This design comes from an exercise in tuning for small area, a short achievable clock period and few clock cycles per item on the open sky130 flow, not from production work. Only simulation tests tie the RTL to the original design; equivalence was not proved.

==> flow/design.v (excerpt) <==
module gcd(opa, opb, start, resetn, clk, result, done);
input wire [31:0] opa;
input wire [31:0] opb;
input wire start, resetn;
input wire clk;
output wire [31:0] result;
output wire done;
reg  [31:0] A, B;
reg  [4:0]  k;
reg         flag;        
reg         rest;        
reg         run_reg;
reg         done_reg;
reg         start_reg;
assign result = B;
assign done   = done_reg;
wire init  = start & ~start_reg & ~run_reg;
wire swapcase = flag | ~B[0];               
wire [31:0] X = swapcase ? 32'd0 : A;
wire [31:0] Y = (swapcase | A[0]) ? B : 32'd0;
wire [31:0] xy_eq;      
wire        xy_gt;
wire        xy_same;
absdiff ad0 (.x(X), .y(Y), .d(xy_eq), .gt(xy_gt), .eq(xy_same));
wire [3:0] xl = X[4:1] ^ Y[4:1];
wire force1 = swapcase & (flag | ~A[0]);
wire [1:0] sh = force1 ? 2'd0 :
                xl[0] ? 2'd0 :
                xl[1] ? 2'd1 :
                xl[2] ? 2'd2 : 2'd3;
reg  [31:0] nA;
always @(*) begin
    case (sh)
        2'd0: nA = {1'b0, xy_eq[31:1]};
        2'd1: nA = {2'b0, xy_eq[31:2]};
        2'd2: nA = {3'b0, xy_eq[31:3]};
        default: nA = {4'b0, xy_eq[31:4]};
    endcase
end
wire swap   = swapcase | ~(xy_gt | xy_same);
wire finish = run_reg & ~rest & ~flag & xy_same;    
wire k1     = (k == 5'd1);
wire kz     = (k == 5'd0);
always @(posedge clk) begin
    if (init)
        A <= opa;
    else
        A <= nA;
end
always @(posedge clk) begin
    if (init)
        B <= opb;
    else if (run_reg & (rest | (finish & ~swapcase & ~kz)))
        B <= {B[30:0], 1'b0};
  ...
Size in the first run: ~820 cells after synthesis, roughly 74 flip-flops, about 6600 µm² of cells after synthesis.
make LEC_CHECK=0 CAP_MARGIN=20 CORE_MARGIN=2 CORE_UTILIZATION=40 SETUP_SLACK_MARGIN=1.2 SLEW_MARGIN=20 finish   # period 4.0 ns
run.sh (not shown) runs the stock make flow with config.mk's settings and CLKGATE_MAP_FILE= SYNTH_SCRIPT=/design/flow/synth_recipe.tcl, a recipe that flattens the netlist after the stock synthesis.
Testbench counts at the start, summed over its fixed seeds: cycles 174,482, items 8,000.
Rerun with:
- SETUP_SLACK_MARGIN: 1.2 -> unset
Wire length shrinks by roughly a tenth.
Setup slack gets worse by 0.26 ns.
Design area shrinks by about a fifth.
Die area stays the same.
Synthesized cell count stays the same.
Flip-flop and latch count is unchanged.


gcd, a different RTL version from the one above (not shown whole).
For scale: roughly 1,000 cells after synthesis, about 100 I/O pins, ~0.0061 mm2 of cells after synthesis.
Settings: LEC_CHECK=0, ABC_AREA=1, CAP_MARGIN=20, CORE_MARGIN=2, CORE_UTILIZATION=45, SETUP_SLACK_MARGIN=0.5, SLEW_MARGIN=20; clock period 4.0 ns.
standard.sh (not shown) runs the stock make flow with config.mk's settings and CLKGATE_MAP_FILE= SYNTH_SCRIPT=/design/flow/synth_recipe.tcl, a recipe that flattens the netlist after the stock synthesis.
==> flow/flow/run.sh <==
#!/bin/bash
set -e
export BUFFER_PORTS_ARGS="-buffer_cell sky130_fd_sc_hd__buf_1"
export CTS_ARGS="-sink_clustering_enable -repair_clock_nets -buf_list {sky130_fd_sc_hd__clkbuf_4 sky130_fd_sc_hd__clkbuf_8} -dont_use_dummy_load"
bash standard.sh > standard.log 2>&1
The baseline completed with no timing, DRC or antenna violations.
Testbench counts at the start, summed over its fixed seeds: cycles 169,285, items 8,000.
Edit:
- CORE_UTILIZATION: 45 -> 40
- CTS_BUF_LIST: default -> sky130_fd_sc_hd__clkbuf_4 sky130_fd_sc_hd__clkbuf_8
- SETUP_SLACK_MARGIN: 0.5 -> 0.45
The changed run ran to the end with no violations.
First-iteration DRC count is lower by a few percent.
Sequential share of layout area hardly moves.
Die area increases by roughly a tenth.
Worst hold slack loses 0.0040 ns.
Area after synthesis does not change.
Final area came out lower slightly.
Edit:
- SETUP_SLACK_MARGIN: 0.45 -> 0.5
The new run completed without violations; hold slack stays flat; synthesized cell count does not change; utilization grows by 0.17 points; first-iteration DRC count went up by a few percent; non-clock buffer count is unchanged; design area goes up slightly; routed wire length went up slightly.
Edit:
- CORE_UTILIZATION: 40 -> 35
After rerunning:
- The new run finished with timing, DRC and antenna clean
- sequential cell count stays the same
- global-route usage shrinks by 1.2 points
- die area grows by roughly a tenth
- worst hold slack got worse by 0.014 ns
- area after synthesis does not change


## zinc
Another version of the RTL of gcd (not shown whole).
Size in the first run: roughly 1000 cells after synthesis, roughly 77 flip-flops, ~100 I/O pins, roughly 0.0061 mm^2 of cells after synthesis.
==> flow/design.v (excerpt) <==
module gcd(opa, opb, start, resetn, clk, result, done);
input wire [31:0] opa;
input wire [31:0] opb;
input wire start, resetn;
input wire clk;
output wire [31:0] result;
output wire done;
reg  [31:0] A, B;
reg  [4:0]  k;
reg         flag;        
reg         rest;        
reg         sc;          
reg         ys;          
reg         run_reg;
reg         done_reg;
reg         start_reg;
reg         first;       
wire done_now;
assign result = B;
assign done   = done_reg | done_now;
wire init  = start & ~start_reg & (~run_reg | done_now);
wire [31:0] X = sc ? 32'd0 : A;
wire [31:0] Y = ys ? B : 32'd0;
wire [31:0] xy_d;       
wire        xy_gt;      
wire        xy_same;    
absdiff ad0 (.x(X), .y(Y), .d(xy_d), .gt(xy_gt), .eq(xy_same));
wire [3:0] xl = X[4:1] ^ Y[4:1];
wire force1 = sc & (flag | ~A[0]);
wire s1 = ~force1 & ~xl[0] & (xl[1] | ~xl[2]);    
wire s2 = ~force1 & ~xl[0] & ~xl[1];              
wire [31:0] st1 = s1 ? {2'b0, xy_d[31:2]} : {1'b0, xy_d[31:1]};
wire [31:0] nA  = s2 ? {2'b0, st1[31:2]} : st1;
wire nA0 = force1 ? B[1] : (|xl);           
wire swap   = sc | ~(xy_gt | xy_same);
wire finish = run_reg & ~rest & ~flag & xy_same;    
wire k1     = (k == 5'd1);
wire kz     = (k == 5'd0);
assign done_now = finish & ~sc & kz & ~first;
wire nflag = ~flag & ~A[0] & ~B[0];
wire nsc   = nflag | (sc & ~A[0]);
always @(posedge clk) begin
    if (init)
        A <= opa;
    else
        A <= nA;
end
wire b_ld   = init;
wire b_sh   = ~init & run_reg & (rest | (finish & ~sc & ~kz));
wire b_sw   = ~init & run_reg & ~(rest | (finish & ~sc & ~kz)) & swap;
wire b_hold = ~(b_ld | b_sh | b_sw);
wire [31:0] nB = ({32{b_ld}} & opb) | ({32{b_sh}} & {B[30:0], 1'b0}) |
                 ({32{b_sw}} & A) | ({32{b_hold}} & B);
always @(posedge clk)
    B <= nB;
always @(posedge clk) begin
    if (init) begin
        k    <= 5'd0;
        flag <= 1'b0;
        sc   <= ~opb[0];
        ys   <= ~opb[0] | opa[0];
    end else begin
        if (rest | finish) begin
            k    <= k - 5'd1;
        end else begin
            if (flag) k <= k + 5'd1;
            flag <= nflag;
        end
        sc <= nsc;
        ys <= nsc | nA0;
    end
end
  ...
Settings: LEC_CHECK=0, ABC_AREA=1, CAP_MARGIN=20, CORE_MARGIN=2, CORE_UTILIZATION=40, CTS_BUF_LIST=sky130_fd_sc_hd__clkbuf_4 sky130_fd_sc_hd__clkbuf_8, SETUP_SLACK_MARGIN=0.3, SLEW_MARGIN=20; clock period 4.0 ns.
==> flow/flow/run.sh <==
#!/bin/bash
set -e
export BUFFER_PORTS_ARGS="-buffer_cell sky130_fd_sc_hd__buf_1"
bash standard.sh > standard.log 2>&1
Testbench counts of zinc, summed over its fixed seeds: cycles 169,285, items 8,000.
[inputs] tundra vs zinc
Settings: removing SETUP_SLACK_MARGIN (formerly 0.3).
==> comparison <==
- [compare] base=zinc new=tundra: number of buffers inserted to repair setup after CTS held steady; average detailed-routed wire length per instance now sits at about the same level.
- tundra ended with every stage complete and zero timing, DRC or antenna violations.
- Relative to zinc, tundra degrades worst setup margin.
- From zinc to tundra, die area did not move at all.
- For tundra, the slowest cell on the critical path was sky130_fd_sc_hd__ha_1, unlike zinc, where it was sky130_fd_sc_hd__dfxtp_1.
- Between tundra and zinc, it is tundra whose fmax is lower, by 9.5 MHz.
- [compare] base=zinc new=tundra: proportion of cell area occupied by multi-input gates barely changed; routability congestion estimate from global placement held; multi-input combinational cell count has remained practically unchanged.
Changes in sierra relative to tundra:
Settings: an added SETUP_SLACK_MARGIN of 0.5.
==> flow/flow/run.sh <==
#!/bin/bash
set -e
export BUFFER_PORTS_ARGS="-buffer_cell sky130_fd_sc_hd__buf_1"
export CTS_ARGS="-sink_clustering_enable -repair_clock_nets -buf_list {sky130_fd_sc_hd__clkbuf_4 sky130_fd_sc_hd__clkbuf_8} -dont_use_dummy_load"
bash standard.sh > standard.log 2>&1
==> comparison <==
- Compared with tundra, in sierra max-slew headroom at the worst pin now larger.
- Comparing sierra against tundra, there is no change at all in synthesized instance count.


RTL: one of the versions met above, not the one the previous note started from.
Size: roughly 1000 cells after synthesis, about 100 I/O pins, roughly 6100 um2 of cells after synthesis.
clock: 4.0 ns
lec_check: 0
abc_area: 1
cap_margin: 20
core_margin: 2
core_utilization: 40
cts_buf_list: sky130_fd_sc_hd__clkbuf_4 sky130_fd_sc_hd__clkbuf_8
setup_slack_margin: 0.55
slew_margin: 20
==> flow/flow/run.sh <==
#!/bin/bash
set -e
export BUFFER_PORTS_ARGS="-buffer_cell sky130_fd_sc_hd__buf_1"
export CTS_ARGS="-sink_clustering_enable -repair_clock_nets -buf_list {sky130_fd_sc_hd__clkbuf_4 sky130_fd_sc_hd__clkbuf_8} -dont_use_dummy_load"
bash standard.sh > standard.log 2>&1
Testbench counts at the start, summed over its fixed seeds: cycles 169,285, items 8,000.
Next try:
Settings changed: CTS_BUF_LIST sky130_fd_sc_hd__clkbuf_4 sky130_fd_sc_hd__clkbuf_8 to not set, GPL_ROUTABILITY_DRIVEN set to 0, SETUP_SLACK_MARGIN 0.55 to 0.5.
Effect:
- The changed run went through all stages and came out clean
- sequential share of layout area increases by 0.45 points
- global-route usage barely changes
- wire length decreases by 1.9%
- core utilization decreases by 0.93 points
- setup slack is better by 0.031 ns
- synthesized cell count is unchanged
- first-iteration DRC count decreases by 8.0%
- design area decreases by 2.0%


Setup of run 1:
RTL: one of the versions met above, not the one the previous note started from.
Size: about 1,000 cells after synthesis, about 100 I/O pins.
Design gcd, start of the top module:
module gcd(opa, opb, start, resetn, clk, result, done);
input wire [31:0] opa;
input wire [31:0] opb;
input wire start, resetn;
input wire clk;
output wire [31:0] result;
output wire done;
reg  [31:0] A, B;
reg  [4:0]  k;
reg         flag;        
reg         rest;        
reg         sc;          
reg         ys;          
reg         run_reg;
reg         done_reg;
reg         start_reg;
reg         first;       
wire done_now;
assign result = B;
assign done   = done_reg | done_now;
wire init  = start & ~start_reg & (~run_reg | done_now);
wire [31:0] X = sc ? 32'd0 : A;
wire [31:0] Y = ys ? B : 32'd0;
wire [31:0] xy_d;       
wire        xy_gt;      
wire        xy_same;    
absdiff ad0 (.x(X), .y(Y), .d(xy_d), .gt(xy_gt), .eq(xy_same));
wire [3:0] xl = X[4:1] ^ Y[4:1];
wire force1 = sc & (flag | ~A[0]);
wire s1 = ~force1 & ~xl[0] & (xl[1] | ~xl[2]);    
wire s2 = ~force1 & ~xl[0] & ~xl[1];              
wire [31:0] st1 = s1 ? {2'b0, xy_d[31:2]} : {1'b0, xy_d[31:1]};
wire [31:0] nA  = s2 ? {2'b0, st1[31:2]} : st1;
wire nA0 = force1 ? B[1] : (|xl);           
wire swap   = sc | ~(xy_gt | xy_same);
wire finish = run_reg & ~rest & ~flag & xy_same;    
wire k1     = (k == 5'd1);
wire kz     = (k == 5'd0);
assign done_now = finish & ~sc & kz & ~first;
wire nflag = ~flag & ~A[0] & ~B[0];
wire nsc   = nflag | (sc & ~A[0]);
always @(posedge clk) begin
    if (init)
        A <= opa;
    else
        A <= nA;
end
wire b_ld   = init;
  ...
Settings: LEC_CHECK=0, ABC_AREA=1, CAP_MARGIN=20, CORE_MARGIN=2, CORE_UTILIZATION=40, CTS_BUF_LIST=sky130_fd_sc_hd__clkbuf_4 sky130_fd_sc_hd__clkbuf_8, PLACE_DENSITY=0.8, SETUP_SLACK_MARGIN=0.5, SLEW_MARGIN=20; clock period 4.0 ns.
Scripts as last shown in full above: flow/flow/run.sh
Run 1 went all the way through the flow, and no timing, DRC or antenna check failed.
Testbench counts of run 1, summed over its fixed seeds: cycles 169,285, items 8,000.
Input changes introduced in run 2 (baseline for comparison: run 1):
# run 1
export LEC_CHECK = 0
export ABC_AREA = 1
export CAP_MARGIN = 20
export CORE_MARGIN = 2
export CORE_UTILIZATION = 40
export CTS_BUF_LIST = sky130_fd_sc_hd__clkbuf_4 sky130_fd_sc_hd__clkbuf_8
export PLACE_DENSITY = 0.8
export SETUP_SLACK_MARGIN = 0.5
export SLEW_MARGIN = 20
create_clock -name core_clock -period 4.0 [get_ports {clk}]
# run 2
export LEC_CHECK = 0
export ABC_AREA = 1
export CAP_MARGIN = 0
export CORE_MARGIN = 2
export CORE_UTILIZATION = 40
export CTS_BUF_LIST = sky130_fd_sc_hd__clkbuf_4 sky130_fd_sc_hd__clkbuf_8
export SLEW_MARGIN = 0
create_clock -name core_clock -period 4.0 [get_ports {clk}]
==> flow/flow/run.sh <==
#!/bin/bash
set -e
export BUFFER_PORTS_ARGS="-buffer_cell sky130_fd_sc_hd__buf_1"
bash standard.sh > standard.log 2>&1
==> comparison <==
The core of run 2 is less densely filled than that of run 1.
Worst hold slack was higher in run 2 than in run 1.
met1 wire length for run 2: 160 um up relative to run 1
Compared to run 1, run 2 reaches a lower achievable clock.
Per the comparison of run 2 with run 1, depth of the worst register-to-register path increased 2.
Here is what was changed in the inputs of run 3 compared with run 2.
# run 2
export LEC_CHECK = 0
export ABC_AREA = 1
export CAP_MARGIN = 0
export CORE_MARGIN = 2
export CORE_UTILIZATION = 40
export CTS_BUF_LIST = sky130_fd_sc_hd__clkbuf_4 sky130_fd_sc_hd__clkbuf_8
export SLEW_MARGIN = 0
create_clock -name core_clock -period 4.0 [get_ports {clk}]
# run 3
export LEC_CHECK = 0
export ABC_AREA = 1
export CAP_MARGIN = 20
export CORE_MARGIN = 2
export CORE_UTILIZATION = 40
export CTS_BUF_LIST = sky130_fd_sc_hd__clkbuf_4 sky130_fd_sc_hd__clkbuf_8
export SETUP_SLACK_MARGIN = 0.2
export SLEW_MARGIN = 20
create_clock -name core_clock -period 4.0 [get_ports {clk}]
Notes after the runs:
Final critical-path required period delta (run 3 − run 2): favourable. Final-layout clock-cell area share across run 3 and run 2: no real change. [run 3] slack of the critical path rose 0.037 ns relative to run 2. Relative to run 2, fraction of layout cells with a size suffix above 1 has increased by 0.27 points in run 3. Multi-input gate share of the layout cell area, run 3 and run 2, higher one = run 2. Sort run 3 and run 2 by post-synthesis to final-layout area growth desc -> top: run 3. Run 2 -> run 3: wire length decreased slightly. Against run 2, run 3 comes in 0.40 ns lower on transition time of the tightest slew-check pin. Between run 2 and run 3, the flow reports final design instance area without fill increasing slightly.
The following lists how run 4 was set up differently from run 3:
# run 3
export LEC_CHECK = 0
export ABC_AREA = 1
export CAP_MARGIN = 20
export CORE_MARGIN = 2
export CORE_UTILIZATION = 40
export CTS_BUF_LIST = sky130_fd_sc_hd__clkbuf_4 sky130_fd_sc_hd__clkbuf_8
export SETUP_SLACK_MARGIN = 0.2
export SLEW_MARGIN = 20
create_clock -name core_clock -period 4.0 [get_ports {clk}]
# run 4
export LEC_CHECK = 0
export ABC_AREA = 0
export CAP_MARGIN = 20
export CORE_MARGIN = 2
export CORE_UTILIZATION = 40
export CTS_BUF_LIST = sky130_fd_sc_hd__clkbuf_4 sky130_fd_sc_hd__clkbuf_8
export SETUP_SLACK_MARGIN = 0.4
export SLEW_MARGIN = 20
create_clock -name core_clock -period 4.0 [get_ports {clk}]
## What came out
- Min highest cell delay on the worst timing path across run 4 and run 3: run 3
- Diff run 4..run 3 | number of nets in the finished design | negligible
- Between run 3 and run 4, the count of flip-flops with a built-in enable after synthesis does not differ in any meaningful way.
- In run 4 relative to run 3, number of filler cells placed in the layout had gone up slightly.
- Number of cells produced by synthesis is higher on run 3
- Run 4 against run 3: pin count of the biggest net entering global routing went down by 9; quantity of I/O buffers inserted on ports was more or less identical.
- Run 4 vs. run 3: minimum period implied by the final worst setup slack higher, cell count higher, total number of multi-input combinational cells higher.
> inputs changed (run 4 -> run 5)
# run 4
export LEC_CHECK = 0
export ABC_AREA = 0
export CAP_MARGIN = 20
export CORE_MARGIN = 2
export CORE_UTILIZATION = 40
export CTS_BUF_LIST = sky130_fd_sc_hd__clkbuf_4 sky130_fd_sc_hd__clkbuf_8
export SETUP_SLACK_MARGIN = 0.4
export SLEW_MARGIN = 20
create_clock -name core_clock -period 4.0 [get_ports {clk}]
# run 5
export LEC_CHECK = 0
export ABC_AREA = 1
export CAP_MARGIN = 20
export CORE_MARGIN = 2
export CORE_UTILIZATION = 40
export CTS_BUF_LIST = sky130_fd_sc_hd__clkbuf_4 sky130_fd_sc_hd__clkbuf_8
export SETUP_SLACK_MARGIN = 0.4
export SLEW_MARGIN = 20
create_clock -name core_clock -period 4.0 [get_ports {clk}]
==> comparison <==
Finished layout cell area on run 5 is ahead of run 4. Changes observed in run 5 relative to run 4: routed length on met2 shows a reduction of about 37%, later-pin clock latency in the skew report barely changed, share of the final layout cell area in multi-input gates shrank by 5.4 points. Changes observed in run 5 relative to run 4: net count after synthesis increased by 51 relative to the old numbers; die area decreased by 0.0021 mm^2 relative to the old numbers.
#### Input delta (run 6 over run 5)
==> flow/flow/run.sh <==
#!/bin/bash
set -e
export BUFFER_PORTS_ARGS="-buffer_cell sky130_fd_sc_hd__buf_1"
export CTS_ARGS="-sink_clustering_enable -repair_clock_nets -buf_list {sky130_fd_sc_hd__clkbuf_4 sky130_fd_sc_hd__clkbuf_8} -dont_use_dummy_load"
bash standard.sh > standard.log 2>&1
Findings:
Run 6 went all the way through the flow, and no timing, DRC or antenna check failed. Per the comparison of run 6 with run 5, total number of sequential cells ~0 delta, via count normalized by instance count ~0 delta, upper clock frequency limit -0.35%, clock buffer instance count of the final layout -6. Re post-route cell area: run 5 was higher than run 6.

[afterwards: timing with drivers on the ports]
No port has a modelled driver above. Below, the same layouts with a new extraction and two added sets of constraints.
Step 1, drivers: a clkbuf_16 drives clk and a buf_2 each remaining input, both assumed.
Step 2 moves the port delays by t, midway between the first and last clock arrival at a register: inputs arrive t later, outputs are due t later. That takes back most of the time a late clock gives input paths.
a / b / c = no drivers / after step 1 / after step 2; a / b = the first two.
run	t, ns	setup WS [ns]	hold WS [ns]	cell pins on the clock port's net
the first run of note 1	0.398	0.464 / 0.464 / 0.464	0.536 / 0.536 / 0.536	1
the second run of note 1	0.388	0.209 / 0.209 / 0.209	0.519 / 0.519 / 0.519	1
the first run of note 2	0.409	0.752 / 0.716 / 0.758	0.229 / 0.215 / 0.461	1
the second run of note 2	0.405	0.691 / 0.655 / 0.783	0.225 / 0.213 / 0.463	1
the third run of note 2	0.406	0.722 / 0.686 / 0.801	0.224 / 0.212 / 0.463	1
the fourth run of note 2	0.411	0.697 / 0.658 / 0.770	0.210 / 0.193 / 0.474	1
zinc	0.404	0.589 / 0.553 / 0.703	0.286 / 0.273 / 0.504	1
tundra	0.405	0.475 / 0.471 / 0.475	0.286 / 0.273 / 0.504	1
sierra	0.401	0.710 / 0.674 / 0.865	0.283 / 0.269 / 0.504	1
the first run of note 4	0.407	0.692 / 0.655 / 0.787	0.223 / 0.211 / 0.462	1
the second run of note 4	0.406	0.722 / 0.686 / 0.801	0.224 / 0.212 / 0.463	1
run 1	0.406	0.633 / 0.599 / 0.768	0.273 / 0.262 / 0.510	1
run 2	0.406	0.471 / 0.471 / 0.471	0.286 / 0.273 / 0.504	1
run 3	0.404	0.508 / 0.472 / 0.625	0.287 / 0.274 / 0.504	1
run 4	0.419	0.443 / 0.443 / 0.443	0.248 / 0.230 / 0.477	1
run 5	0.406	0.638 / 0.602 / 0.758	0.285 / 0.272 / 0.504	1
run 6	0.399	0.626 / 0.590 / 0.781	0.285 / 0.272 / 0.504	1
After both steps every run listed still meets setup and hold.
